Context: an optimization exercise on an open-source flow, tuned for small area and a short achievable clock period. The choices shown serve that exercise and are no tape-out recipe.
RTL that was checked went through simulation tests only; none was proved equivalent to the original.
Function not checked in runs 1, 2 and 5: the RTL went through the layout flow alone.
Power is estimated from default activity; no workload was simulated.

### flow/design.v
module rv32i_top (
    input  wire        clk,
    input  wire        en,
    input  wire [31:0] inst,
    input  wire [31:0] pc,
    output wire        wen,
    output wire [31:0] waddr,
    output wire [31:0] wdata,
    output wire [31:0] next_pc);
  rv32i core (
    .clk(clk),
    .w_0(en),
    .w_1(inst),
    .w_2(pc),
    .w_1616(wen),
    .w_1617(waddr),
    .w_1618(wdata),
    .w_1619(next_pc));
endmodule

module g_aoi222 (input wire a1, a2, b1, b2, c1, c2, output wire y);
  assign y = ~((a1 & a2) | (b1 & b2) | (c1 & c2));
endmodule
module g_nand2 (input wire a, b, output wire y);
  assign y = ~(a & b);
endmodule
module g_nand3 (input wire a, b, c, output wire y);
  assign y = ~(a & b & c);
endmodule
module g_nand4 (input wire a, b, c, d, output wire y);
  assign y = ~(a & b & c & d);
endmodule
module g_or3 (input wire a, b, c, output wire y);
  assign y = a | b | c;
endmodule
module rd_bit (input wire [31:1] sel, input wire [31:1] d, output wire y);
  wire [10:0] n;
  genvar g;
  generate
    for (g = 0; g < 10; g = g + 1) begin : grp
      g_aoi222 u (.a1(sel[3*g+1]), .a2(d[3*g+1]), .b1(sel[3*g+2]), .b2(d[3*g+2]),
                  .c1(sel[3*g+3]), .c2(d[3*g+3]), .y(n[g]));
    end
  endgenerate
  g_nand2 u31 (.a(sel[31]), .b(d[31]), .y(n[10]));
  wire m0, m1, m2;
  g_nand4 ua (.a(n[0]), .b(n[1]), .c(n[2]), .d(n[3]), .y(m0));
  g_nand4 ub (.a(n[4]), .b(n[5]), .c(n[6]), .d(n[7]), .y(m1));
  g_nand3 uc (.a(n[8]), .b(n[9]), .c(n[10]), .y(m2));
  g_or3   ud (.a(m0), .b(m1), .c(m2), .y(y));
endmodule
module add_sk32 (input wire [31:0] a, b, input wire ci,
                 output wire [31:0] y, output wire co,
                 output wire [31:0] p, output wire [31:0] g);
  assign g = a & b;
  assign p = a ^ b;
  wire [31:0] g0 = {g[31:1], g[0] | (p[0] & ci)};
  wire [31:0] p0 = p;
  wire [31:0] g1, p1;
  assign g1 = g0 | (p0 & {g0[30], 1'b0, g0[28], 1'b0, g0[26], 1'b0, g0[24], 1'b0, g0[22], 1'b0, g0[20], 1'b0, g0[18], 1'b0, g0[16], 1'b0, g0[14], 1'b0, g0[12], 1'b0, g0[10], 1'b0, g0[8], 1'b0, g0[6], 1'b0, g0[4], 1'b0, g0[2], 1'b0, g0[0], 1'b0});
  assign p1 = p0 & {p0[30], 1'b1, p0[28], 1'b1, p0[26], 1'b1, p0[24], 1'b1, p0[22], 1'b1, p0[20], 1'b1, p0[18], 1'b1, p0[16], 1'b1, p0[14], 1'b1, p0[12], 1'b1, p0[10], 1'b1, p0[8], 1'b1, p0[6], 1'b1, p0[4], 1'b1, p0[2], 1'b1, p0[0], 1'b1};
  wire [31:0] g2, p2;
  assign g2 = g1 | (p1 & {g1[29], g1[29], 1'b0, 1'b0, g1[25], g1[25], 1'b0, 1'b0, g1[21], g1[21], 1'b0, 1'b0, g1[17], g1[17], 1'b0, 1'b0, g1[13], g1[13], 1'b0, 1'b0, g1[9], g1[9], 1'b0, 1'b0, g1[5], g1[5], 1'b0, 1'b0, g1[1], g1[1], 1'b0, 1'b0});
  assign p2 = p1 & {p1[29], p1[29], 1'b1, 1'b1, p1[25], p1[25], 1'b1, 1'b1, p1[21], p1[21], 1'b1, 1'b1, p1[17], p1[17], 1'b1, 1'b1, p1[13], p1[13], 1'b1, 1'b1, p1[9], p1[9], 1'b1, 1'b1, p1[5], p1[5], 1'b1, 1'b1, p1[1], p1[1], 1'b1, 1'b1};
  wire [31:0] g3, p3;
  assign g3 = g2 | (p2 & {g2[27], g2[27], g2[27], g2[27], 1'b0, 1'b0, 1'b0, 1'b0, g2[19], g2[19], g2[19], g2[19], 1'b0, 1'b0, 1'b0, 1'b0, g2[11], g2[11], g2[11], g2[11], 1'b0, 1'b0, 1'b0, 1'b0, g2[3], g2[3], g2[3], g2[3], 1'b0, 1'b0, 1'b0, 1'b0});
  assign p3 = p2 & {p2[27], p2[27], p2[27], p2[27], 1'b1, 1'b1, 1'b1, 1'b1, p2[19], p2[19], p2[19], p2[19], 1'b1, 1'b1, 1'b1, 1'b1, p2[11], p2[11], p2[11], p2[11], 1'b1, 1'b1, 1'b1, 1'b1, p2[3], p2[3], p2[3], p2[3], 1'b1, 1'b1, 1'b1, 1'b1};
  wire [31:0] g4, p4;
  assign g4 = g3 | (p3 & {g3[23], g3[23], g3[23], g3[23], g3[23], g3[23], g3[23], g3[23], 1'b0, 1'b0, 1'b0, 1'b0, 1'b0, 1'b0, 1'b0, 1'b0, g3[7], g3[7], g3[7], g3[7], g3[7], g3[7], g3[7], g3[7], 1'b0, 1'b0, 1'b0, 1'b0, 1'b0, 1'b0, 1'b0, 1'b0});
  assign p4 = p3 & {p3[23], p3[23], p3[23], p3[23], p3[23], p3[23], p3[23], p3[23], 1'b1, 1'b1, 1'b1, 1'b1, 1'b1, 1'b1, 1'b1, 1'b1, p3[7], p3[7], p3[7], p3[7], p3[7], p3[7], p3[7], p3[7], 1'b1, 1'b1, 1'b1, 1'b1, 1'b1, 1'b1, 1'b1, 1'b1};
  wire [31:0] g5, p5;
  assign g5 = g4 | (p4 & {g4[15], g4[15], g4[15], g4[15], g4[15], g4[15], g4[15], g4[15], g4[15], g4[15], g4[15], g4[15], g4[15], g4[15], g4[15], g4[15], 1'b0, 1'b0, 1'b0, 1'b0, 1'b0, 1'b0, 1'b0, 1'b0, 1'b0, 1'b0, 1'b0, 1'b0, 1'b0, 1'b0, 1'b0, 1'b0});
  assign p5 = p4 & {p4[15], p4[15], p4[15], p4[15], p4[15], p4[15], p4[15], p4[15], p4[15], p4[15], p4[15], p4[15], p4[15], p4[15], p4[15], p4[15], 1'b1, 1'b1, 1'b1, 1'b1, 1'b1, 1'b1, 1'b1, 1'b1, 1'b1, 1'b1, 1'b1, 1'b1, 1'b1, 1'b1, 1'b1, 1'b1};
  assign y  = p ^ {g5[30:0], ci};
  assign co = g5[31];
endmodule
module inc4 (input wire [31:0] a, output wire [31:0] y);
  assign y = a + 32'd4;
endmodule
module br_cmp (input wire [31:0] a, b, input wire [2:0] f3, output reg taken);
  wire eq  = (a == b);
  wire ltu = (a < b);
  wire lt  = ($signed(a) < $signed(b));
  always @* begin
    case (f3)
      3'd0: taken = eq;
      3'd1: taken = ~eq;
      3'd4: taken = lt;
      3'd5: taken = ~lt;
      3'd6: taken = ltu;
      3'd7: taken = ~ltu;
      default: taken = 1'b0;
    endcase
  end
endmodule
module shifter (input wire [31:0] a, input wire [4:0] sh, input wire left, input wire arith,
                output wire [31:0] shr);
  function [31:0] rev32(input [31:0] x);
    integer m;
    begin
      for (m = 0; m < 32; m = m + 1) rev32[m] = x[31-m];
    end
  endfunction
  wire [31:0] s0 = left ? rev32(a) : a;
  wire        f  = arith & a[31] & ~left;
  wire [31:0] s1 = sh[0] ? {f, s0[31:1]} : s0;
  wire [31:0] s2 = sh[1] ? {{2{f}}, s1[31:2]} : s1;
  wire [31:0] s3 = sh[2] ? {{4{f}}, s2[31:4]} : s2;
  wire [31:0] s4 = sh[3] ? {{8{f}}, s3[31:8]} : s3;
  assign shr     = sh[4] ? {{16{f}}, s4[31:16]} : s4;
endmodule
module rv32i (
    input wire clk,
    input wire [0:0] w_0,
    input wire [31:0] w_1,
    input wire [31:0] w_2,
    output wire [0:0] w_1616,
    output wire [31:0] w_1617,
    output wire [31:0] w_1618,
    output wire [31:0] w_1619);
  wire        en   = w_0[0];
  wire [31:0] inst = w_1;
  wire [31:0] pc   = w_2;
  reg  [32*32-1:0] rf;         
  reg        stg2;
  reg        st_store;
  reg  [4:0] st_rd;
  reg  [2:0] st_f3;
  reg [31:0] st_rs2;
  reg [31:0] st_pc4;
  wire [6:0] op  = inst[6:0];
  wire [4:0] rd  = inst[11:7];
  wire [2:0] f3  = inst[14:12];
  wire [4:0] rs1 = inst[19:15];
  wire [4:0] rs2 = inst[24:20];
  wire f7_20 = (inst[31:25] == 7'b0100000);
  wire op_rr     = (op == 7'b0110011);
  wire op_ri     = (op == 7'b0010011);
  wire op_load   = (op == 7'b0000011);
  wire op_store  = (op == 7'b0100011);
  wire op_branch = (op == 7'b1100011);
  wire op_lui    = (op == 7'b0110111);
  wire op_auipc  = (op == 7'b0010111);
  wire op_jal    = (op == 7'b1101111);
  wire op_jalr   = (op == 7'b1100111);
  wire [31:0] imm_i = {{20{inst[31]}}, inst[31:20]};
  wire [31:0] imm_s = {{20{inst[31]}}, inst[31:25], inst[11:7]};
  wire [31:0] imm_b = {{20{inst[31]}}, inst[7], inst[30:25], inst[11:8], 1'b0};
  wire [31:0] imm_u = {inst[31:12], 12'b0};
  wire [31:0] imm_j = {{12{inst[31]}}, inst[19:12], inst[20], inst[30:21], 1'b0};
  wire [31:0] r1, r2;
  wire [31:1] sel1, sel2;
  genvar gi, gb;
  generate
    for (gi = 1; gi < 32; gi = gi + 1) begin : dec
      assign sel1[gi] = (rs1 == gi);
      assign sel2[gi] = (rs2 == gi);
    end
    for (gb = 0; gb < 32; gb = gb + 1) begin : rdp
      wire [31:1] d;
      for (gi = 1; gi < 32; gi = gi + 1) begin : col
        assign d[gi] = rf[32*gi + gb];
      end
      rd_bit p1 (.sel(sel1), .d(d), .y(r1[gb]));
      rd_bit p2 (.sel(sel2), .d(d), .y(r2[gb]));
    end
  endgenerate
  wire [31:0] addr, pc_imm, pc4;
  wire [31:0] addr_imm = op_store ? imm_s : imm_i;
  wire [31:0] pc_imm_v = op_jal ? imm_j : (op_branch ? imm_b : imm_u);
  wire        unused_co0, unused_co1;
  wire [31:0] unused_p0, unused_g0, unused_p1, unused_g1;
  add_sk32 u_addr (.a(r1), .b(addr_imm), .ci(1'b0), .y(addr), .co(unused_co0),
                   .p(unused_p0), .g(unused_g0));                   
  add_sk32 u_pcimm (.a(pc), .b(pc_imm_v), .ci(1'b0), .y(pc_imm), .co(unused_co1),
                    .p(unused_p1), .g(unused_g1));                  
  inc4 u_pc4 (.a(pc), .y(pc4));
  wire br_taken;
  br_cmp u_br (.a(r1), .b(r2), .f3(f3), .taken(br_taken));
  wire [31:0] b      = op_rr ? r2 : imm_i;
  wire        do_sub = (op_rr & f7_20 & (f3 == 3'd0)) | (f3 == 3'd2) | (f3 == 3'd3);
  wire [31:0] sum, ap, ag;
  wire        co;
  add_sk32 u_alu (.a(r1), .b(b ^ {32{do_sub}}), .ci(do_sub), .y(sum), .co(co),
                  .p(ap), .g(ag));
  wire        ltu = ~co;
  wire        lt  = (r1[31] ^ b[31]) ? r1[31] : sum[31];
  wire [31:0] shr;
  shifter u_sh (.a(r1), .sh(b[4:0]), .left(f3 == 3'd1), .arith(f7_20), .shr(shr));
  wire [31:0] shl;
  generate
    for (gb = 0; gb < 32; gb = gb + 1) begin : rv
      assign shl[gb] = shr[31-gb];
    end
  endgenerate
  reg [31:0] ld;
  always @* begin
    case (st_f3)
      3'd0: ld = {{24{inst[7]}}, inst[7:0]};
      3'd1: ld = {{16{inst[15]}}, inst[15:0]};
      3'd4: ld = {24'd0, inst[7:0]};
      3'd5: ld = {16'd0, inst[15:0]};
      default: ld = inst;
    endcase
  end
  wire alu_v  = ~stg2 & (op_rr | op_ri);
  wire s_sum  = alu_v & (f3 == 3'd0);
  wire s_shl  = alu_v & (f3 == 3'd1);
  wire s_slt  = alu_v & (f3 == 3'd2);
  wire s_sltu = alu_v & (f3 == 3'd3);
  wire s_xor  = alu_v & (f3 == 3'd4);
  wire s_shr  = alu_v & (f3 == 3'd5);
  wire s_or   = alu_v & (f3 == 3'd6);
  wire s_and  = alu_v & (f3 == 3'd7);
  wire s_lui  = ~stg2 & op_lui;
  wire s_aui  = ~stg2 & op_auipc;
  wire s_link = ~stg2 & (op_jal | op_jalr);
  wire [31:0] wd = ({32{s_sum}} & sum)
                 | ({32{s_shl}} & shl)
                 | ({32{s_shr}} & shr)
                 | ({32{s_xor | s_or}} & ap)
                 | ({32{s_and | s_or}} & ag)
                 | {31'd0, (s_slt & lt) | (s_sltu & ltu)}
                 | ({32{stg2}} & ld)
                 | ({32{s_lui}} & imm_u)
                 | ({32{s_aui}} & pc_imm)
                 | ({32{s_link}} & pc4);
  wire        wr_op = op_lui | op_auipc | op_jal | op_jalr | op_rr | op_ri;
  wire        we    = en & (stg2 ? ~st_store : wr_op);
  wire [4:0]  wa    = stg2 ? st_rd : rd;
  integer j;
  always @(posedge clk) begin
    for (j = 1; j < 32; j = j + 1)
      if (we && wa == j) rf[32*j +: 32] <= wd;
  end
  wire ls = op_load | op_store;
  always @(posedge clk) begin
    stg2     <= en & ~stg2 & ls;
    st_store <= op_store;
    st_rd    <= rd;
    st_f3    <= f3;
    st_rs2   <= r2;
    st_pc4   <= pc4;
  end
  wire act   = en & ~stg2;
  wire jump  = op_jal | (op_branch & br_taken);
  wire s_adr = act & (ls | op_jalr);
  wire s_pci = act & jump;
  wire s_pc4 = act & ~(ls | op_jalr | jump);
  wire s_spc = en & stg2;
  wire [31:0] npc = ({32{s_adr}} & {addr[31:1], addr[0] & ~op_jalr})
                  | ({32{s_pci}} & pc_imm)
                  | ({32{s_pc4}} & pc4)
                  | ({32{s_spc}} & st_pc4);
  reg [31:0] wdata;
  always @* begin
    case (st_f3)
      3'd0:    wdata = {inst[31:8], st_rs2[7:0]};
      3'd1:    wdata = {inst[31:16], st_rs2[15:0]};
      default: wdata = st_rs2;
    endcase
  end
  assign w_1616 = en & stg2 & st_store;
  assign w_1617 = pc;
  assign w_1618 = wdata;
  assign w_1619 = npc;
endmodule
### flow/flow/run.sh
#!/bin/bash
# Layout: the standard ORFS flow (standard.sh), with the port buffers made
# of sky130_fd_sc_hd__buf_2 instead of the delay buffer ORFS picks by default.
set -euo pipefail
export BUFFER_PORTS_ARGS="-buffer_cell sky130_fd_sc_hd__buf_2"
bash standard.sh finish > standard_finish.log 2>&1
### flow/standard.sh
#!/bin/bash
# synth_recipe.tcl (not shown) runs the flow's synth.tcl, then flattens the netlist and writes it again
# the make line also repeats each setting of config.mk as NAME=value (left out here)
make -C /OpenROAD-flow-scripts/flow DESIGN_CONFIG=/design/flow/config.mk WORK_HOME=/design/flow/orfs CLKGATE_MAP_FILE= SYNTH_SCRIPT=/design/flow/synth_recipe.tcl "${@:-finish}"
### flow/config.mk
export PLATFORM = sky130hd
export DESIGN_NAME = rv32i_top
export DESIGN_NICKNAME = rv32i_top
export VERILOG_FILES = /design/flow/design.v
export SDC_FILE = /design/flow/constraint.sdc
export NUM_CORES = 4
export LEC_CHECK = 0
export CAP_MARGIN = 20
export CORE_MARGIN = 2
export CORE_UTILIZATION = 30
export SLEW_MARGIN = 20
export SYNTH_HIERARCHICAL = 1
export SYNTH_MINIMUM_KEEP_SIZE = 0
### flow/constraint.sdc
create_clock -name core_clock -period 20.0 [get_ports {clk}]
set_input_delay 4.0000 -clock core_clock [delete_from_list [all_inputs] [get_ports {clk}]]
set_output_delay 4.0000 -clock core_clock [all_outputs]
set_load 0.01 [all_outputs]
==> results of run 1 <==
-- layout make-up --
| class | count | area, µm² |
|---|---|---|
| clock buffer | 130 | 2780 |
| inverter | 166 | 623 |
| antenna | 18 | 45.0 |
| timing repair buffer | 311 | 1980 |
| tap | 2355 | 2950 |
| clock inverter | 68 | 878 |
| sequential | 1066 | 31300 |
| fill | 17180 | 116000 |
| multi-input combinational | 2616 | 21600 |
-- layout by cell type (no fill, tap or decap), types with 17 or more instances in the layout --
master,instances
sky130_fd_sc_hd__a221oi_1,22
sky130_fd_sc_hd__buf_4,147
sky130_fd_sc_hd__buf_2,161
sky130_fd_sc_hd__nand2_1,283
sky130_fd_sc_hd__a22oi_1,24
sky130_fd_sc_hd__o221ai_1,32
sky130_fd_sc_hd__xor2_1,38
sky130_fd_sc_hd__a211oi_1,24
sky130_fd_sc_hd__a221o_1,39
sky130_fd_sc_hd__clkinv_2,18
sky130_fd_sc_hd__inv_1,166
sky130_fd_sc_hd__mux2_2,45
sky130_fd_sc_hd__a21o_1,42
sky130_fd_sc_hd__ha_1,125
sky130_fd_sc_hd__mux4_2,43
sky130_fd_sc_hd__mux2i_1,69
sky130_fd_sc_hd__nand3_1,113
sky130_fd_sc_hd__bufinv_16,17
sky130_fd_sc_hd__a22o_1,35
sky130_fd_sc_hd__nor2_4,33
sky130_fd_sc_hd__dfxtp_1,74
sky130_fd_sc_hd__or3_1,69
sky130_fd_sc_hd__fa_1,18
sky130_fd_sc_hd__a222oi_1,657
sky130_fd_sc_hd__clkinv_1,18
sky130_fd_sc_hd__nor2_1,87
sky130_fd_sc_hd__xnor2_1,86
sky130_fd_sc_hd__nor3_2,45
sky130_fd_sc_hd__clkbuf_1,21
sky130_fd_sc_hd__nand4_1,143
sky130_fd_sc_hd__clkbuf_16,107
sky130_fd_sc_hd__nor3_1,30
sky130_fd_sc_hd__nand3_2,22
sky130_fd_sc_hd__a21oi_1,107
sky130_fd_sc_hd__o22ai_1,21
sky130_fd_sc_hd__diode_2,18
sky130_fd_sc_hd__o21ai_0,65
sky130_fd_sc_hd__o211ai_1,28
sky130_fd_sc_hd__edfxtp_1,992
sky130_fd_sc_hd__nand2b_1,22
-- worst paths after layout --
kind | end | slack (ns) | from
hold / removal | core.st_rs2[25] | 0.72 | core.rf[1017]
hold reg to reg | core.st_rs2[25] | 0.72 | core.rf[1017]
setup reg to reg | core.rf[81] | 12.47 | core.rf[33]
setup / recovery | next_pc[29] | 5.14 | inst[24]
-- flip-flops by register name, indices dropped and copies added, names as in the netlist --
signal,cells
core.rf,992
core.st_pc4,32
core.st_rs2,32
core.st_rd,5
core.st_f3,3
core.st_store,1
core.stg2,1
-- worst max-delay path, cell delays in order --
cell                       delay [ns]
sky130_fd_sc_hd__buf_2           0.56
sky130_fd_sc_hd__inv_1           0.48
sky130_fd_sc_hd__nand3_1         0.51
sky130_fd_sc_hd__nor2_4          0.06
sky130_fd_sc_hd__buf_4           0.30
sky130_fd_sc_hd__a222oi_1        0.43
sky130_fd_sc_hd__nand4_1         0.63
sky130_fd_sc_hd__or3_1           0.79
sky130_fd_sc_hd__inv_1           0.12
sky130_fd_sc_hd__ha_1            0.25
sky130_fd_sc_hd__nand4_1         0.14
sky130_fd_sc_hd__nor3_1          0.11
sky130_fd_sc_hd__a221o_1         0.35
sky130_fd_sc_hd__or4_1           0.47
sky130_fd_sc_hd__a31o_1          0.34
sky130_fd_sc_hd__o211ai_1        0.22
sky130_fd_sc_hd__a21oi_1         0.11
sky130_fd_sc_hd__nor3b_2         0.17
sky130_fd_sc_hd__buf_4           0.36
sky130_fd_sc_hd__a221o_1         0.23
sky130_fd_sc_hd__buf_2           0.14
-- per-layer routing --
layer | wire [µm] | vias up | global-route usage (%)
li1 | - | 18104 | -
met1 | 85300 | 22275 | 32.2
met2 | 97200 | 3784 | 35.3
met3 | 36400 | 623 | 8.62
met4 | 15000 | 26 | 13.6
met5 | 180 | - | 0.0265
-- stage by stage --
| stage | setup WS [ns] | instance area, µm² | instances |
|---|---|---|---|
| floorplan | 6.02 | 53700 | 4023 |
| global placement | 5.44 | 58400 | 6511 |
| detailed placement | 5.42 | 58400 | 6511 |
| CTS | 5.40 | 62000 | 6709 |
| global route | 5.05 | 62100 | 6715 |
| finish | 5.14 | 62100 | 6730 |
-- where the power goes --
part / total, mW / switching, mW / internal [mW]
Clock: 2.12 / 0.908 / 1.22
Combinational: 0.921 / 0.619 / 0.302
Sequential: 2.44 / 0.00802 / 2.43
Total: 5.48 / 1.53 / 3.95
==> results.yml, run 1 <==
global_route:
  grt_max_degree: 66
  grt_antenna_before_repair: 35
  groute.usage.overall_pct: 24.6
  grt_pass1_vias: 41138
  grt_overflow_total: 0
  grt_pass1_wl_um: 321000
synth:
  synth_area_per_cell_um2: 13.4
  syn_area_um2: 53700
  synth.yosys.warnings: 9
  syn-instance-count: 4021
placed_design:
  place.detailed.hpwl_um: 153000
  port-buffer-count: 162
  gp_routability_congestion: 1.03
worst_setup_path:
  timing.critical_path.fanout_max: 32
  critical_path_arrival_ns: 10.86
  path_class: "input pin to primary output"
  worst_ep_required_time_ns: 16.00
  worstSetupStartpointType: "input pin"
  timing.critical_path.to_type: "primary output"
  ff2ff_path_depth: 18
sta:
  fmax_ghz: 0.0673
  timing_hold_violations_final: 0
  timing.final.crit_share_pct: 74.3
  grt_setup_unrepaired: "false"
  clock-skew-final_ns: 0.0446
  tightestPinTransition_ns: 1.16
  finalWorstPathRequiredPeriod_ns: 14.86
  fin_worst_hold_slack_ns: 0.717
  setup_violations: 0
  slew_viol_final: 0
  fin_tns_setup_ns: 0
  slew_headroom_pct: 22.4
run:
  maxCapViolations: 0
detailed_routing:
  drt-wirelength-per-cell_um: 34.8
  drt_pre_antenna_iters: 10
  ant_nets: 0
  viasPerCell: 6.66
  routed_wl_um: 234000
  detail_route.iter0.violations: 10426
  drcViolationCount: 0
  dr_total_vias: 44812
pwr:
  post-layout-total-power_mw: 5.48
  pwr_density_cell_nw_per_um2: 88.2
  total_leakage_power_nw: 21.2
  power.ir.vdd_worst_mv: 0.0868
cts:
  ctsResizeCount: 0
  clkLatencyLatePin_ns: 0.77
  cts.hold.buffers_added: 0
  postCtsSetupBuffers: 0
  cts_num_sinks: 1066
  cts_root_buf: "sky130_fd_sc_hd__clkbuf_16"
  numCtsBuffers: 106
  worst_setup_hold_path_clk_slew_ns: 0.08
  clock_tree.htree_level_count: 3
  cts_tree: "done"
  cts_buffer_depth: 3
hold_path:
  worstHoldPathType: "flop to flop"
  hold-path-cell-count: 3
finish:
  post_route_cells_drive_above_1_share_pct: 17.0
  finalNetCount: 4476
  layout-area-overhead-vs-synth_pct: 15.7
  final_core_density_pct: 34.9
die:
  initial_core_util_pct: 30.1
  dieArea_um2: 182000
  pin_count: 163
  die_w_um: 427
  die_y_um: 427
  core_area_um2: 178000
  rows: 155
outcome:
  run_status: "no timing/DRC/antenna violations"
==> inputs of run 2 (changes only) <==
==> flow/flow/run.sh (replaced) <==
#!/bin/bash
# Layout: the standard ORFS flow (standard.sh), with the port buffers made
# of sky130_fd_sc_hd__buf_2 instead of the delay buffer ORFS picks by default,
# and ORFS's repair_timing steps aiming at a larger setup slack.
set -euo pipefail
export BUFFER_PORTS_ARGS="-buffer_cell sky130_fd_sc_hd__buf_2"
export SETUP_SLACK_MARGIN=9
bash standard.sh finish > standard_finish.log 2>&1
==> results.yml, run 2 <==
cts:
  clock_tree.htree_level_count: 3
  cts_buffer_depth: 3
  clkLatencyLatePin_ns: 0.74
  cts.hold.buffers_added: 0
  worst_setup_hold_path_clk_slew_ns: 0.07
  cts_root_buf: "sky130_fd_sc_hd__clkbuf_16"
  cts_tree: "done"
  numCtsBuffers: 102
  cts_num_sinks: 1066
hold_path:
  worstHoldPathType: "flop to flop"
global_route:
  grt_max_degree: 71
  grt_pass1_wl_um: 341000
  groute.usage.overall_pct: 26.5
  grt_overflow_total: 0
  grt_pass1_vias: 43096
  grt_antenna_before_repair: 18
placed_design:
  detailed_place.area_um2: 58700
  gp_routability_congestion: 0.992
  place.detailed.hpwl_um: 153000
  pre_cts_slack_ns: 4.85
  place_inst: 6505
  port-buffer-count: 162
sta:
  finalWorstPathRequiredPeriod_ns: 13.43
  slew_viol_final: 0
  timing_hold_violations_final: 0
  timing.final.crit_share_pct: 67.1
  fin_worst_hold_slack_ns: 0.635
  slew_headroom_pct: 16.2
  fmax_ghz: 0.0745
  clock-skew-final_ns: 0.0509
  fin_tns_setup_ns: 0
  setup_violations: 0
  tightestPinTransition_ns: 1.26
  grt_setup_unrepaired: "true"
  final_critical_path_setup_slack_ns: 6.57
finish:
  finalNetCount: 4673
  most-common-layout-cells: "sky130_fd_sc_hd__edfxtp_1, sky130_fd_sc_hd__a222oi_1, sky130_fd_sc_hd__nand2_1, sky130_fd_sc_hd__buf_4, sky130_fd_sc_hd__inv_1"
  largest_reg_flops: 992
  final_area_um2: 65400
  final_core_density_pct: 36.7
  largest_registers: "core.rf: 992 flops, core.st_pc4: 32 flops, core.st_rs2: 32 flops"
  top_register: "core.rf"
  layout-area-overhead-vs-synth_pct: 21.8
  post_route_cells_drive_above_1_share_pct: 22.2
  final-instance-count-excl-fill: 6909
  layout.cells.most_common: "sky130_fd_sc_hd__edfxtp_1"
detailed_routing:
  drt_pre_antenna_iters: 13
  detail_route.iter0.violations: 11104
  ant_nets: 0
  drcViolationCount: 0
  routed_wl_um: 255000
  drt-wirelength-per-cell_um: 37.0
  viasPerCell: 6.81
  dr_total_vias: 47043
pwr:
  power.ir.vdd_worst_mv: 0.0704
  pwr_density_cell_nw_per_um2: 83.2
  post-layout-total-power_mw: 5.44
  total_leakage_power_nw: 22.5
die:
  rows: 155
  die_y_um: 427
  die_w_um: 427
  initial_core_util_pct: 30.1
  dieArea_um2: 182000
  core_area_um2: 178000
  pin_count: 163
worst_setup_path:
  worstSetupStartpointType: "input pin"
  timing.critical_path.fanout_max: 32
  worst_ep_required_time_ns: 16.00
  critical_path_arrival_ns: 9.43
  path_class: "input pin to primary output"
  timing.critical_path.to_type: "primary output"
synth:
  synth_area_per_cell_um2: 13.4
  syn_area_um2: 53700
  synth.yosys.warnings: 9
  syn-instance-count: 4021
outcome:
  run_status: "no timing/DRC/antenna violations"
run:
  maxCapViolations: 0
==> run 2: changes by cell type in the layout (fill, tap and decap cells not counted), sizes merged <==
cell / previous run / this run
inv: 172 / 169
clkbuf: 130 / 138
bufinv: 17 / 9
nor2: 135 / 147
clkinvlp: 5 / 7
diode: 18 / 8
nor3b: 5 / 6
buf: 311 / 483
bufbuf: 0 / 10
clkinv: 40 / 35
==> run 2: worst paths after layout <==
check | startpoint | to | slack, ns | depth (start not counted)
min reg2reg | core.rf[1004] | core.st_rs2[12] | 0.63 | 3
max | inst[18] | next_pc[22] | 6.57 | 23
max reg2reg | core.rf[514] | core.rf[497] | 12.82 | 17
min | core.rf[1004] | core.st_rs2[12] | 0.63 | 3
==> run 2: area by class of cell <==
| cell class | count | area [µm²] |
|---|---|---|
| antenna | 8 | 20.0 |
| clock buffer | 132 | 2750 |
| clock inverter | 54 | 597 |
| fill | 16859 | 113000 |
| inverter | 166 | 631 |
| multi-input combinational | 2629 | 22600 |
| sequential | 1066 | 31300 |
| tap | 2355 | 2950 |
| timing repair buffer | 499 | 4640 |
==> run 2: critical path: stages <==
cell and delay [ns]:
sky130_fd_sc_hd__buf_12 0.15, sky130_fd_sc_hd__nand2b_4 0.25, sky130_fd_sc_hd__buf_4 0.15, sky130_fd_sc_hd__nor3_4 0.04, sky130_fd_sc_hd__buf_8 0.17, sky130_fd_sc_hd__a222oi_1 0.34
sky130_fd_sc_hd__nand4_1 0.61, sky130_fd_sc_hd__or3_4 0.62, sky130_fd_sc_hd__buf_12 0.15, sky130_fd_sc_hd__ha_4 0.15, sky130_fd_sc_hd__a21oi_2 0.13, sky130_fd_sc_hd__o21ai_1 0.12
sky130_fd_sc_hd__a221oi_4 0.27, sky130_fd_sc_hd__o22ai_2 0.11, sky130_fd_sc_hd__or4_1 0.54, sky130_fd_sc_hd__a31o_4 0.28, sky130_fd_sc_hd__o211ai_1 0.29, sky130_fd_sc_hd__a21oi_4 0.15
sky130_fd_sc_hd__nor3b_4 0.25, sky130_fd_sc_hd__buf_12 0.16, sky130_fd_sc_hd__buf_12 0.13, sky130_fd_sc_hd__a221o_1 0.16, sky130_fd_sc_hd__buf_2 0.14
==> run 2: metal layers <==
layer,up-vias,GRT usage (%),routed length (µm)
li1,18532,-,-
met1,23136,33.8,89000
met2,4463,37.7,104000
met3,894,9.53,41700
met4,18,17.0,20900
met5,-,0.0794,109
==> run 2: repair_timing <==
item / CTS / global route
cloned: 25 / 6
pin swaps: 87 / 63
setup endpoints to repair: 728 / 195
gates resized for setup: 204 / 42
setup buffers: 122 / 57
==> run 2: report_power, final <==
| group | internal [mW] | leakage [nW] | switching [mW] | total (mW) |
|---|---|---|---|---|
| logic | 0.367 | 10.9 | 0.661 | 1.03 |
| clock network | 1.09 | 1.62 | 0.886 | 1.98 |
| registers | 2.43 | 9.93 | 0.0115 | 2.44 |
| total | 3.89 | 22.5 | 1.56 | 5.44 |
==> inputs of run 3 (changes only) <==
--- a/flow/design.v
+++ b/flow/design.v
@@ -29,6 +29,9 @@
 endmodule
 module g_nand4 (input wire a, b, c, d, output wire y);
   assign y = ~(a & b & c & d);
+endmodule
+module g_mux2i (input wire a0, a1, s, output wire y);
+  assign y = ~(s ? a1 : a0);
 endmodule
 module g_or3 (input wire a, b, c, output wire y);
   assign y = a | b | c;
@@ -95,19 +98,60 @@
 endmodule
 module shifter (input wire [31:0] a, input wire [4:0] sh, input wire left, input wire arith,
                 output wire [31:0] shr);
-  function [31:0] rev32(input [31:0] x);
-    integer m;
-    begin
-      for (m = 0; m < 32; m = m + 1) rev32[m] = x[31-m];
-    end
-  endfunction
-  wire [31:0] s0 = left ? rev32(a) : a;
-  wire        f  = arith & a[31] & ~left;
-  wire [31:0] s1 = sh[0] ? {f, s0[31:1]} : s0;
-  wire [31:0] s2 = sh[1] ? {{2{f}}, s1[31:2]} : s1;
-  wire [31:0] s3 = sh[2] ? {{4{f}}, s2[31:4]} : s2;
-  wire [31:0] s4 = sh[3] ? {{8{f}}, s3[31:8]} : s3;
-  assign shr     = sh[4] ? {{16{f}}, s4[31:16]} : s4;
+  wire fl = arith & a[31] & ~left;    
+  wire fn = ~fl;
+  wire [31:0] v0, v1, v2, v3, v4;
+  genvar i;
+  generate
+    for (i = 0; i < 32; i = i + 1) begin : l0
+      g_mux2i m (.a0(a[i]), .a1(a[31-i]), .s(left), .y(v0[i]));
+    end
+  endgenerate
+  generate
+    for (i = 0; i < 32; i = i + 1) begin : l1
+      if (i + 1 < 32) begin : s
+        g_mux2i m (.a0(v0[i]), .a1(v0[i+1]), .s(sh[0]), .y(v1[i]));
+      end else begin : e
+        g_mux2i m (.a0(v0[i]), .a1(fn), .s(sh[0]), .y(v1[i]));
+      end
+    end
+  endgenerate
+  generate
+    for (i = 0; i < 32; i = i + 1) begin : l2
+      if (i + 2 < 32) begin : s
+        g_mux2i m (.a0(v1[i]), .a1(v1[i+2]), .s(sh[1]), .y(v2[i]));
+      end else begin : e
+        g_mux2i m (.a0(v1[i]), .a1(fl), .s(sh[1]), .y(v2[i]));
+      end
+    end
+  endgenerate
+  generate
+    for (i = 0; i < 32; i = i + 1) begin : l3
+      if (i + 4 < 32) begin : s
+        g_mux2i m (.a0(v2[i]), .a1(v2[i+4]), .s(sh[2]), .y(v3[i]));
+      end else begin : e
+        g_mux2i m (.a0(v2[i]), .a1(fn), .s(sh[2]), .y(v3[i]));
+      end
+    end
+  endgenerate
+  generate
+    for (i = 0; i < 32; i = i + 1) begin : l4
+      if (i + 8 < 32) begin : s
+        g_mux2i m (.a0(v3[i]), .a1(v3[i+8]), .s(sh[3]), .y(v4[i]));
+      end else begin : e
+        g_mux2i m (.a0(v3[i]), .a1(fl), .s(sh[3]), .y(v4[i]));
+      end
+    end
+  endgenerate
+  generate
+    for (i = 0; i < 32; i = i + 1) begin : l5
+      if (i + 16 < 32) begin : s
+        g_mux2i m (.a0(v4[i]), .a1(v4[i+16]), .s(sh[4]), .y(shr[i]));
+      end else begin : e
+        g_mux2i m (.a0(v4[i]), .a1(fn), .s(sh[4]), .y(shr[i]));
+      end
+    end
+  endgenerate
 endmodule
 module rv32i (
     input wire clk,
==> results.yml, run 3 <==
detailed_routing:
  dr_total_vias: 44192
  detail_route.iter0.violations: 10006
  drcViolationCount: 0
  viasPerCell: 6.65
  drt-wirelength-per-cell_um: 35.8
  ant_nets: 0
  routed_wl_um: 238000
  drt_pre_antenna_iters: 11
finish:
  most-common-layout-cells: "sky130_fd_sc_hd__edfxtp_1, sky130_fd_sc_hd__a222oi_1, sky130_fd_sc_hd__nand2_1, sky130_fd_sc_hd__mux2i_1, sky130_fd_sc_hd__buf_4"
  final-instance-count-excl-fill: 6649
  largest_registers: "core.rf: 992 flops, core.st_pc4: 32 flops, core.st_rs2: 32 flops"
  final_core_density_pct: 36.3
  layout.cells.most_common: "sky130_fd_sc_hd__edfxtp_1"
  post_route_cells_drive_above_1_share_pct: 20.6
  fillCellCount: 16642
  layout-area-overhead-vs-synth_pct: 20.4
  top_register: "core.rf"
  largest_reg_flops: 992
  finalNetCount: 4424
die:
  core_area_um2: 174000
  initial_core_util_pct: 30.2
  rows: 153
  dieArea_um2: 178000
  pin_count: 163
  die_w_um: 422
  die_y_um: 422
pwr:
  total_leakage_power_nw: 21.8
  power.ir.vdd_worst_mv: 0.0717
  pwr_density_cell_nw_per_um2: 87.0
cts:
  cts_buffer_depth: 3
  clkLatencyLatePin_ns: 0.75
  clock_tree.htree_level_count: 3
  cts_root_buf: "sky130_fd_sc_hd__clkbuf_16"
  cts_tree: "done"
  worst_setup_hold_path_clk_slew_ns: 0.06
  cts_num_sinks: 1066
  numCtsBuffers: 110
global_route:
  grt_antenna_before_repair: 23
  grt_max_degree: 77
  grt_pass1_vias: 41488
  grt_pass1_wl_um: 326000
  groute.usage.overall_pct: 25.6
  grt_overflow_total: 0
synth:
  syn-instance-count: 3831
  synth_area_per_cell_um2: 13.7
  syn_area_um2: 52400
  synth.yosys.warnings: 8
worst_setup_path:
  path_class: "input pin to primary output"
  critPathSlowestCell: "sky130_fd_sc_hd__or3_4"
  timing.critical_path.to_type: "primary output"
  cp_top_family: "simple AND/OR/NAND/NOR gates"
  crit_path_max_incr_delay_ns: 0.59
  worstSetupStartpointType: "input pin"
  timing.critical_path.fanout_max: 32
  buffers_inverters_on_critical_path: 6
  worst_ep_required_time_ns: 16.00
  worstPathCellList: "buf_12 -> or3b_4 -> nor2_4 -> buf_4 -> a222oi_1 -> nand4_1 -> or3_4 -> ha_1 -> nand4_1 -> buf_4 -> or4b_4 -> o22ai_2 -> o31ai_1 -> a31o_4 -> o211ai_1 -> a21oi_2 -> nor3b_4 -> buf_6 -> buf_12 -> a221o_1 -> buf_2"
  critical_path_arrival_ns: 9.40
sta:
  slew_headroom_pct: 16.6
  slew_viol_final: 0
  grt_setup_unrepaired: "true"
  fin_tns_setup_ns: 0
  timing.final.crit_share_pct: 67.0
  fin_worst_hold_slack_ns: 0.680
  final_critical_path_setup_slack_ns: 6.60
  timing_hold_violations_final: 0
  finalWorstPathRequiredPeriod_ns: 13.40
  clock-skew-final_ns: 0.0488
  fmax_ghz: 0.0746
  tightestPinTransition_ns: 1.25
  setup_violations: 0
placed_design:
  port-buffer-count: 162
  gp_routability_congestion: 1.04
  place_inst: 6337
  place.detailed.hpwl_um: 154000
  pre_cts_slack_ns: 5.70
hold_path:
  worstHoldPathType: "flop to flop"
run:
  maxCapViolations: 0
outcome:
  run_status: "no timing/DRC/antenna violations"
[run 3: cell count changes in the layout (fill, tap and decap cells not counted), sizes merged, moves of 13 or more]
| cell | change |
|---|---|
| o21ai | -16 |
| a211oi | -21 |
| mux4 | -48 |
| a21oi | -24 |
| nor2 | -33 |
| nand2 | -55 |
| clkinv | +13 |
| mux2i | +139 |
| o211ai | -18 |
| buf | -84 |
| o21bai | +15 |
[run 3: layout make-up]
cell class | instances | area [µm²] | area share, %
sequential | 1066 | 31300 | 49.5
multi-input combinational | 2479 | 21400 | 33.9
timing repair buffer | 402 | 3240 | 5.14
tap | 2325 | 2910 | 4.61
clock buffer | 128 | 2830 | 4.48
clock inverter | 77 | 853 | 1.35
inverter | 156 | 593 | 0.940
antenna | 16 | 40.0 | 0.0634
[run 3: path summary, 6_finish.rpt]
path / from / end / slack, ns / depth (start not counted)
setup / recovery: inst[15] / next_pc[29] / 6.60 / 21
hold / removal: core.rf[849] / core.st_rs2[17] / 0.68 / 3
setup reg to reg: core.rf[132] / core.rf[337] / 12.91 / 23
hold reg to reg: core.rf[849] / core.st_rs2[17] / 0.68 / 3
[run 3: metal layers]
layer | global-route usage (%) | up-vias | part of all wire, % | routed length [µm]
met1 | 30.9 | 21716 | 33 | 79700
met4 | 19.0 | 12 | 9.1 | 21600
li1 | - | 17582 | - | -
met3 | 7.58 | 880 | 14 | 34200
met5 | 0 | - | 0.034 | 81
met2 | 38.7 | 4002 | 43 | 103000
[run 3: power breakdown]
part	switching [mW]	internal, mW	total (mW)
clock network	0.901	1.22	2.12
registers	0.00690	2.43	2.44
logic	0.609	0.322	0.931
[run 3: metrics by stage]
stage	instance area, µm²	power [mW]
after detailed placement	57600	3.31
after CTS	62800	5.44
final	63100	5.49
after floorplan	53300	3.00
after global routing	63100	5.62
after global placement	57600	3.31
[run 3: worst register-to-register path: cells and delay by family (launching register included)]
kind                     cells  cell delay (ns)
XOR/XNOR                     2             0.48
flip-flops                   1             0.40
AND/OR/NAND/NOR              7             2.15
adder cells (fa/ha/maj)      2             0.69
AO/OA/AOI/OAI                8             2.25
buffers and inverters        4             0.82
[run 3: repair_timing]
item,4_1_cts,5_1_grt
hold buffers,0,0
resized for setup,166,27
setup buffers,64,22
pin swaps,103,57
cloned,5,0
endpoints found under the setup margin,537,187
==> inputs of run 4 (changes only) <==
==> flow/flow/run.sh (replaced) <==
#!/bin/bash
# Layout: the standard ORFS flow (standard.sh) with three changes to how the
# layout is optimised (the design, clock and constraints are unchanged):
#  - the port buffers are sky130_fd_sc_hd__buf_2 instead of the delay buffer
#    ORFS picks by default;
#  - ORFS's repair_timing steps aim at a larger setup slack;
#  - gate sizing may change a cell's footprint.
# ORFS writes each step's log under orfs/logs; make's own output goes to
# standard_finish.log.
set -euo pipefail
export BUFFER_PORTS_ARGS="-buffer_cell sky130_fd_sc_hd__buf_2"
export SETUP_SLACK_MARGIN=10
bash standard.sh MATCH_CELL_FOOTPRINT=0 finish > standard_finish.log 2>&1
--- a/flow/config.mk
+++ b/flow/config.mk
@@ -7,7 +7,7 @@
 export LEC_CHECK = 0
 export CAP_MARGIN = 20
 export CORE_MARGIN = 2
-export CORE_UTILIZATION = 30
+export CORE_UTILIZATION = 45
 export SLEW_MARGIN = 20
 export SYNTH_HIERARCHICAL = 1
 export SYNTH_MINIMUM_KEEP_SIZE = 0
==> results.yml, run 4 <==
pwr:
  clock_power_share_pct: 39.1
  post-layout-total-power_mw: 5.54
  power.combinational.fraction_pct: 16.8
  p_int_mw: 4.00
  switching_share_pct: 27.7
  power.ir.vdd_worst_mv: 0.0706
  power.switching_mw: 1.53
  total_leakage_power_nw: 22.2
  pwr_density_cell_nw_per_um2: 88.0
  power.sequential.fraction_pct: 44.1
synth:
  syn-instance-count: 3831
  synth_area_per_cell_um2: 13.7
  synth.yosys.warnings: 8
  syn_area_um2: 52400
detailed_routing:
  drt-wirelength-per-cell_um: 39.4
  drt_pre_antenna_iters: 12
  ant_nets: 0
  drcViolationCount: 0
  viasPerCell: 7.50
  routed_wl_um: 232000
  dr_total_vias: 44202
  detail_route.iter0.violations: 10573
finish:
  final-instance-count-excl-fill: 5891
  final_core_density_pct: 54.3
  largest_registers: "core.rf: 992 flops, core.st_pc4: 32 flops, core.st_rs2: 32 flops"
  fillCellCount: 9424
  post_route_cells_drive_above_1_share_pct: 21.6
  most-common-layout-cells: "sky130_fd_sc_hd__edfxtp_1, sky130_fd_sc_hd__a222oi_1, sky130_fd_sc_hd__nand2_1, sky130_fd_sc_hd__buf_4, sky130_fd_sc_hd__mux2i_1"
  layout-area-overhead-vs-synth_pct: 19.9
  top_register: "core.rf"
  layout.cells.most_common: "sky130_fd_sc_hd__edfxtp_1"
  finalNetCount: 4477
  final_area_um2: 62900
  largest_reg_flops: 992
cts:
  cts_num_sinks: 1066
  cts_buffer_depth: 3
  clkLatencyLatePin_ns: 0.75
  clock_tree.htree_level_count: 3
  cts_tree: "done"
  numCtsBuffers: 111
  worst_setup_hold_path_clk_slew_ns: 0.06
  cts_root_buf: "sky130_fd_sc_hd__clkbuf_16"
die:
  dieArea_um2: 119000
  core_area_um2: 116000
  rows: 125
  die_y_um: 345
  die_w_um: 345
  pin_count: 163
  initial_core_util_pct: 45.3
global_route:
  groute.usage.overall_pct: 37.1
  grt_overflow_total: 0
  grt_antenna_before_repair: 12
  grt_pass1_vias: 40822
  grt_max_degree: 84
  grt_pass1_wl_um: 316000
hold_path:
  worstHoldPathType: "flop to flop"
sta:
  finalWorstPathRequiredPeriod_ns: 13.41
  setup_violations: 0
  fmax_ghz: 0.0746
  tightestPinTransition_ns: 1.26
  clock-skew-final_ns: 0.0584
  slew_headroom_pct: 15.9
  grt_setup_unrepaired: "true"
  slew_viol_final: 0
  timing_hold_violations_final: 0
  fin_tns_setup_ns: 0
  fin_worst_hold_slack_ns: 0.652
  final_critical_path_setup_slack_ns: 6.59
  timing.final.crit_share_pct: 67.0
placed_design:
  port-buffer-count: 162
  gp_routability_congestion: 0.997
  detailed_place.area_um2: 56600
  place.detailed.hpwl_um: 143000
  pre_cts_slack_ns: 5.53
  place_inst: 5534
worst_setup_path:
  buffers_inverters_on_critical_path: 8
  path_class: "input pin to primary output"
  worstSetupStartpointType: "input pin"
  critical_path_arrival_ns: 9.41
  timing.critical_path.fanout_max: 32
  worstPathCellList: "buf_16 -> clkinvlp_4 -> buf_4 -> nand3_4 -> nor2_4 -> buf_8 -> a222oi_1 -> nand4_1 -> or3_4 -> inv_1 -> ha_4 -> and4_4 -> a221oi_2 -> o22ai_2 -> or4_1 -> a31o_1 -> o211ai_1 -> a21oi_2 -> nor3b_4 -> buf_6 -> buf_12 -> a221o_1 -> buf_2"
  crit_path_max_incr_delay_ns: 0.63
  timing.critical_path.to_type: "primary output"
  critPathSlowestCell: "sky130_fd_sc_hd__nand4_1"
  worst_ep_required_time_ns: 16.00
  cp_top_family: "simple AND/OR/NAND/NOR gates"
run:
  maxCapViolations: 0
outcome:
  run_status: "no timing/DRC/antenna violations"
run 4: final timing paths:
path              slack [ns]  cells past startpoint               to          start
setup / recovery        6.59                     23       next_pc[3]       inst[21]
hold / removal          0.65                      3  core.st_rs2[25]  core.rf[1017]
hold reg to reg         0.65                      3  core.st_rs2[25]  core.rf[1017]
setup reg to reg       13.76                     21     core.rf[567]   core.rf[225]
run 4: tightest hold or removal path: stages, from the launching register on:
cell,delay (ns)
sky130_fd_sc_hd__edfxtp_1,0.34
sky130_fd_sc_hd__nand2_1,0.05
sky130_fd_sc_hd__nand3_1,0.07
sky130_fd_sc_hd__or3_4,0.16
run 4: layer usage:
metal,part of all wire (%),wire [µm],GRT usage (%)
met3,16,36300,10.9
met4,7.6,17600,23.1
met5,0.019,44,0.0800
met1,35,81700,49.3
met2,42,96300,53.3
run 4: layout make-up:
cell class	instances	area, µm²	share of cell area [%]
Tap cell	1524	1910	3.03
Clock buffer	138	2940	4.67
Timing Repair Buffer	449	3870	6.15
Sequential cell	1066	31300	49.7
Antenna cell	3	7.51	0.0119
Multi-Input combinational cell	2484	21400	34.1
Clock inverter	71	858	1.36
Inverter	156	596	0.947
run 4: timing repair:
action	4_1_cts	5_1_grt
hold buffers	0	0
pin swaps	81	75
gates resized for setup	211	66
cloned	10	5
endpoints found under the setup margin	964	463
setup buffers	79	51
run 4: power groups by stage:
stage | Clock (mW) | Combinational, mW | Sequential [mW]
after floorplan | 0 | 0.514 | 2.48
after global placement | 0 | 0.820 | 2.49
after detailed placement | 0 | 0.818 | 2.49
after CTS | 2.17 | 0.865 | 2.44
after global routing | 2.26 | 0.966 | 2.44
final | 2.17 | 0.930 | 2.44
==> inputs of run 5 (changes only) <==
--- a/flow/design.v
+++ b/flow/design.v
@@ -33,10 +33,10 @@
 module g_mux2i (input wire a0, a1, s, output wire y);
   assign y = ~(s ? a1 : a0);
 endmodule
-module g_or3 (input wire a, b, c, output wire y);
-  assign y = a | b | c;
+module g_nor3 (input wire a, b, c, output wire y);
+  assign y = ~(a | b | c);
 endmodule
-module rd_bit (input wire [31:1] sel, input wire [31:1] d, output wire y);
+module rd_bit (input wire [31:1] sel, input wire [31:1] d, output wire yn);
   wire [10:0] n;
   genvar g;
   generate
@@ -50,9 +50,10 @@
   g_nand4 ua (.a(n[0]), .b(n[1]), .c(n[2]), .d(n[3]), .y(m0));
   g_nand4 ub (.a(n[4]), .b(n[5]), .c(n[6]), .d(n[7]), .y(m1));
   g_nand3 uc (.a(n[8]), .b(n[9]), .c(n[10]), .y(m2));
-  g_or3   ud (.a(m0), .b(m1), .c(m2), .y(y));
+  g_nor3  ud (.a(m0), .b(m1), .c(m2), .y(yn));
 endmodule
-module add_sk32 (input wire [31:0] a, b, input wire ci,
+module add_sk32 #(parameter INV_Y = 0)
+                (input wire [31:0] a, b, input wire ci,
                  output wire [31:0] y, output wire co,
                  output wire [31:0] p, output wire [31:0] g);
   assign g = a & b;
@@ -74,7 +75,7 @@
   wire [31:0] g5, p5;
   assign g5 = g4 | (p4 & {g4[15], g4[15], g4[15], g4[15], g4[15], g4[15], g4[15], g4[15], g4[15], g4[15], g4[15], g4[15], g4[15], g4[15], g4[15], g4[15], 1'b0, 1'b0, 1'b0, 1'b0, 1'b0, 1'b0, 1'b0, 1'b0, 1'b0, 1'b0, 1'b0, 1'b0, 1'b0, 1'b0, 1'b0, 1'b0});
   assign p5 = p4 & {p4[15], p4[15], p4[15], p4[15], p4[15], p4[15], p4[15], p4[15], p4[15], p4[15], p4[15], p4[15], p4[15], p4[15], p4[15], p4[15], 1'b1, 1'b1, 1'b1, 1'b1, 1'b1, 1'b1, 1'b1, 1'b1, 1'b1, 1'b1, 1'b1, 1'b1, 1'b1, 1'b1, 1'b1, 1'b1};
-  assign y  = p ^ {g5[30:0], ci};
+  assign y  = p ^ {g5[30:0], ci} ^ {32{INV_Y[0]}};
   assign co = g5[31];
 endmodule
 module inc4 (input wire [31:0] a, output wire [31:0] y);
@@ -192,7 +193,7 @@
   wire [31:0] imm_b = {{20{inst[31]}}, inst[7], inst[30:25], inst[11:8], 1'b0};
   wire [31:0] imm_u = {inst[31:12], 12'b0};
   wire [31:0] imm_j = {{12{inst[31]}}, inst[19:12], inst[20], inst[30:21], 1'b0};
-  wire [31:0] r1, r2;
+  wire [31:0] r1n, r2n;        
   wire [31:1] sel1, sel2;
   genvar gi, gb;
   generate
@@ -205,29 +206,32 @@
       for (gi = 1; gi < 32; gi = gi + 1) begin : col
         assign d[gi] = rf[32*gi + gb];
       end
-      rd_bit p1 (.sel(sel1), .d(d), .y(r1[gb]));
-      rd_bit p2 (.sel(sel2), .d(d), .y(r2[gb]));
+      rd_bit p1 (.sel(sel1), .d(d), .yn(r1n[gb]));
+      rd_bit p2 (.sel(sel2), .d(d), .yn(r2n[gb]));
     end
   endgenerate
+  wire [31:0] r1 = ~r1n;
+  wire [31:0] r2 = ~r2n;
   wire [31:0] addr, pc_imm, pc4;
   wire [31:0] addr_imm = op_store ? imm_s : imm_i;
   wire [31:0] pc_imm_v = op_jal ? imm_j : (op_branch ? imm_b : imm_u);
   wire        unused_co0, unused_co1;
   wire [31:0] unused_p0, unused_g0, unused_p1, unused_g1;
-  add_sk32 u_addr (.a(r1), .b(addr_imm), .ci(1'b0), .y(addr), .co(unused_co0),
+  add_sk32 #(.INV_Y(1)) u_addr (.a(r1n), .b(~addr_imm), .ci(1'b1), .y(addr), .co(unused_co0),
                    .p(unused_p0), .g(unused_g0));                   
   add_sk32 u_pcimm (.a(pc), .b(pc_imm_v), .ci(1'b0), .y(pc_imm), .co(unused_co1),
                     .p(unused_p1), .g(unused_g1));                  
   inc4 u_pc4 (.a(pc), .y(pc4));
   wire br_taken;
-  br_cmp u_br (.a(r1), .b(r2), .f3(f3), .taken(br_taken));
+  br_cmp u_br (.a(r2n), .b(r1n), .f3(f3), .taken(br_taken));
   wire [31:0] b      = op_rr ? r2 : imm_i;
   wire        do_sub = (op_rr & f7_20 & (f3 == 3'd0)) | (f3 == 3'd2) | (f3 == 3'd3);
-  wire [31:0] sum, ap, ag;
-  wire        co;
-  add_sk32 u_alu (.a(r1), .b(b ^ {32{do_sub}}), .ci(do_sub), .y(sum), .co(co),
-                  .p(ap), .g(ag));
-  wire        ltu = ~co;
+  wire [31:0] bx = b ^ {32{do_sub}};
+  wire [31:0] sum, ap, agn;
+  wire        con;
+  add_sk32 #(.INV_Y(1)) u_alu (.a(r1n), .b(~bx), .ci(~do_sub), .y(sum), .co(con),
+                  .p(ap), .g(agn));
+  wire        ltu = con;
   wire        lt  = (r1[31] ^ b[31]) ? r1[31] : sum[31];
   wire [31:0] shr;
   shifter u_sh (.a(r1), .sh(b[4:0]), .left(f3 == 3'd1), .arith(f7_20), .shr(shr));
@@ -262,8 +266,9 @@
   wire [31:0] wd = ({32{s_sum}} & sum)
                  | ({32{s_shl}} & shl)
                  | ({32{s_shr}} & shr)
-                 | ({32{s_xor | s_or}} & ap)
-                 | ({32{s_and | s_or}} & ag)
+                 | ({32{s_xor}} & ap)
+                 | ({32{s_or}} & ~agn)
+                 | ({32{s_and}} & ~ap & ~agn)
                  | {31'd0, (s_slt & lt) | (s_sltu & ltu)}
                  | ({32{stg2}} & ld)
                  | ({32{s_lui}} & imm_u)
--- a/flow/flow/run.sh
+++ b/flow/flow/run.sh
@@ -1,5 +1,5 @@
 #!/bin/bash
-# Layout: the standard ORFS flow (standard.sh) with three changes to how the
+# Layout: the standard ORFS flow (standard.sh) with these changes to how the
 # layout is optimised (the design, clock and constraints are unchanged):
 #  - the port buffers are sky130_fd_sc_hd__buf_2 instead of the delay buffer
 #    ORFS picks by default;
--- a/flow/config.mk
+++ b/flow/config.mk
@@ -7,7 +7,9 @@
 export LEC_CHECK = 0
 export CAP_MARGIN = 20
 export CORE_MARGIN = 2
-export CORE_UTILIZATION = 45
+export CORE_UTILIZATION = 50
+export CTS_CLUSTER_DIAMETER = 100
+export CTS_CLUSTER_SIZE = 30
 export SLEW_MARGIN = 20
 export SYNTH_HIERARCHICAL = 1
 export SYNTH_MINIMUM_KEEP_SIZE = 0
==> results.yml, run 5 <==
cts:
  worst_setup_hold_path_clk_slew_ns: 0.11
  cts_root_buf: "sky130_fd_sc_hd__clkbuf_16"
  cts_tree: "done"
  numCtsBuffers: 45
  cts_buffer_depth: 3
  cts.hold.buffers_added: 0
  clkLatencyLatePin_ns: 0.71
  clock_tree.htree_level_count: 2
  cts_num_sinks: 1066
worst_setup_path:
  path_class: "input pin to primary output"
  ff2ff_path_depth: 20
  timing.critical_path.to_type: "primary output"
  timing.critical_path.fanout_max: 32
  worst_ep_required_time_ns: 16.00
  critical_path_arrival_ns: 9.62
  worstSetupStartpointType: "input pin"
global_route:
  grt_overflow_total: 0
  grt_pass1_wl_um: 305000
  groute.usage.overall_pct: 40.0
  grt_max_degree: 44
  grt_antenna_before_repair: 9
  grt_pass1_vias: 39246
sta:
  slew_viol_final: 0
  timing.final.crit_share_pct: 68.1
  timing_hold_violations_final: 0
  setup_violations: 0
  fin_worst_hold_slack_ns: 0.636
  fmax_ghz: 0.0734
  grt_setup_unrepaired: "true"
  final_critical_path_setup_slack_ns: 6.38
  finalWorstPathRequiredPeriod_ns: 13.62
  tightestPinTransition_ns: 1.24
  clock-skew-final_ns: 0.0364
  slew_headroom_pct: 17.5
  fin_tns_setup_ns: 0
hold_path:
  hold-path-cell-count: 4
  worstHoldPathType: "flop to flop"
die:
  pin_count: 163
  rows: 119
  core_area_um2: 105000
  die_y_um: 330
  initial_core_util_pct: 50.4
  die_w_um: 330
  dieArea_um2: 109000
synth:
  synth.yosys.warnings: 8
  synth_area_per_cell_um2: 13.9
  syn-instance-count: 3813
  syn_area_um2: 53000
detailed_routing:
  ant_nets: 0
  routed_wl_um: 224000
  drt-wirelength-per-cell_um: 39.8
  drcViolationCount: 0
  detail_route.iter0.violations: 9907
  viasPerCell: 7.65
  drt_pre_antenna_iters: 14
  dr_total_vias: 42991
run:
  maxCapViolations: 0
finish:
  final-instance-count-excl-fill: 5620
  final_area_um2: 61300
  top_register: "core.rf"
  layout.cells.most_common: "sky130_fd_sc_hd__edfxtp_1"
  post_route_cells_drive_above_1_share_pct: 21.4
  layout-area-overhead-vs-synth_pct: 15.6
  largest_reg_flops: 992
  largest_registers: "core.rf: 992 flops, core.st_pc4: 32 flops, core.st_rs2: 32 flops"
  most-common-layout-cells: "sky130_fd_sc_hd__edfxtp_1, sky130_fd_sc_hd__a222oi_1, sky130_fd_sc_hd__buf_4, sky130_fd_sc_hd__mux2i_1, sky130_fd_sc_hd__inv_1"
  finalNetCount: 4415
pwr:
  power.sequential.fraction_pct: 53.3
  power.switching_mw: 1.35
  power.ir.vdd_worst_mv: 0.0767
  clock_power_share_pct: 25.7
  total_leakage_power_nw: 21.8
  pwr_density_cell_nw_per_um2: 74.5
  switching_share_pct: 29.6
  p_int_mw: 3.22
  power.combinational.fraction_pct: 21.1
placed_design:
  gp_routability_congestion: 1.02
  detailed_place.area_um2: 56900
  port-buffer-count: 162
  place.detailed.hpwl_um: 140000
  place_inst: 5385
  pre_cts_slack_ns: 5.42
outcome:
  run_status: "no timing/DRC/antenna violations"
## run 5: per-stage QoR
stage	util (%)	power [mW]
global placement	54.1	3.31
finish	58.2	4.57
CTS	57.6	4.51
detailed placement	54.1	3.31
floorplan	-	3.00
global route	58.2	4.69
## run 5: path summary, 6_finish.rpt
path / start / end / slack (ns)
hold reg to reg: core.rf[1005] / core.st_rs2[13] / 0.64
setup / recovery: inst[17] / next_pc[31] / 6.38
hold / removal: core.rf[1005] / core.st_rs2[13] / 0.64
setup reg to reg: core.rf[49] / core.rf[672] / 13.90
## run 5: worst max-delay path, cell delays in order
cell                        delay [ns]
sky130_fd_sc_hd__buf_8            0.19
sky130_fd_sc_hd__nand2b_4         0.28
sky130_fd_sc_hd__nor3_4           0.05
sky130_fd_sc_hd__buf_4            0.30
sky130_fd_sc_hd__a222oi_1         0.35
sky130_fd_sc_hd__nand4_1          0.75
sky130_fd_sc_hd__nor3_4           0.42
sky130_fd_sc_hd__inv_1            0.12
sky130_fd_sc_hd__ha_4             0.29
sky130_fd_sc_hd__nand4_1          0.16
sky130_fd_sc_hd__or4b_4           0.60
sky130_fd_sc_hd__o22ai_4          0.20
sky130_fd_sc_hd__or4_4            0.16
sky130_fd_sc_hd__a31o_4           0.17
sky130_fd_sc_hd__or3b_4           0.39
sky130_fd_sc_hd__a2111oi_4        0.31
sky130_fd_sc_hd__buf_6            0.22
sky130_fd_sc_hd__buf_12           0.16
sky130_fd_sc_hd__a22o_1           0.12
sky130_fd_sc_hd__a221o_1          0.16
sky130_fd_sc_hd__buf_2            0.16
## run 5: area by class of cell
| class | count | area [µm²] |
|---|---|---|
| fillers | 8364 | 43900 |
| flip-flops and latches | 1066 | 31300 |
| multi-input cells | 2456 | 22200 |
| repair buffers | 469 | 4070 |
| well taps | 1391 | 1740 |
| clock buffers | 55 | 1180 |
| inverters | 168 | 638 |
| clock inverters | 12 | 194 |
| diodes | 3 | 7.51 |
## run 5: power groups by stage
stage | sequential (mW) | clock, mW | combinational, mW
6_report | 2.43 | 1.17 | 0.962
5_1_grt | 2.43 | 1.25 | 1.00
4_1_cts | 2.43 | 1.18 | 0.902
3_5_place_dp | 2.48 | 0 | 0.827
3_3_place_gp | 2.48 | 0 | 0.829
2_1_floorplan | 2.48 | 0 | 0.523
## run 5: per-layer routing
metal	vias up	wire [µm]	track usage, %
li1	17466	-	-
met1	21246	79900	54.0
met2	3655	92600	57.1
met3	620	35000	12.5
met4	4	16300	22.9
met5	-	25	0.130
## run 5: repair_timing
item | in CTS | in global routing
gates cloned | 14 | 6
setup endpoints to repair | 855 | 413
pin swaps | 156 | 51
resized for setup | 242 | 54
setup buffers | 113 | 31

[static timing again, ports no longer ideal]
The results above use ideal ports. As a check the final layouts listed here were re-extracted and re-timed, cells and wires unchanged. Step 1, drivers: a clkbuf_16 drives clk and a buf_2 each remaining input, both assumed. Step 2 moves the port delays by t, midway between the first and last clock arrival at a register: inputs arrive t later, outputs are due t later. That takes back most of the time a late clock gives input paths. Slacks: ideal ports / drivers / drivers and shift; pairs: ideal ports / drivers.
run	shift t [ns]	setup slack, ns	worst setup path at the end	clock arrival spread, ns	pins driven straight from the clock port
run 1	0.830	5.142 / 5.116 / 5.116	input to output	0.047 / 0.047	1
run 2	0.800	6.573 / 6.325 / 6.325	input to output	0.058 / 0.058	1
run 3	0.813	6.597 / 6.466 / 6.466	input to output	0.052 / 0.052	1
run 4	0.795	6.591 / 6.500 / 6.500	input to output	0.059 / 0.058	1
run 5	0.772	6.381 / 6.234 / 6.234	input to output	0.037 / 0.036	1
After both steps setup and hold are still met in every run listed. The setup slack of run 2, which loses most, moves by -0.248 ns with the drivers and by -0.248 ns with both steps.
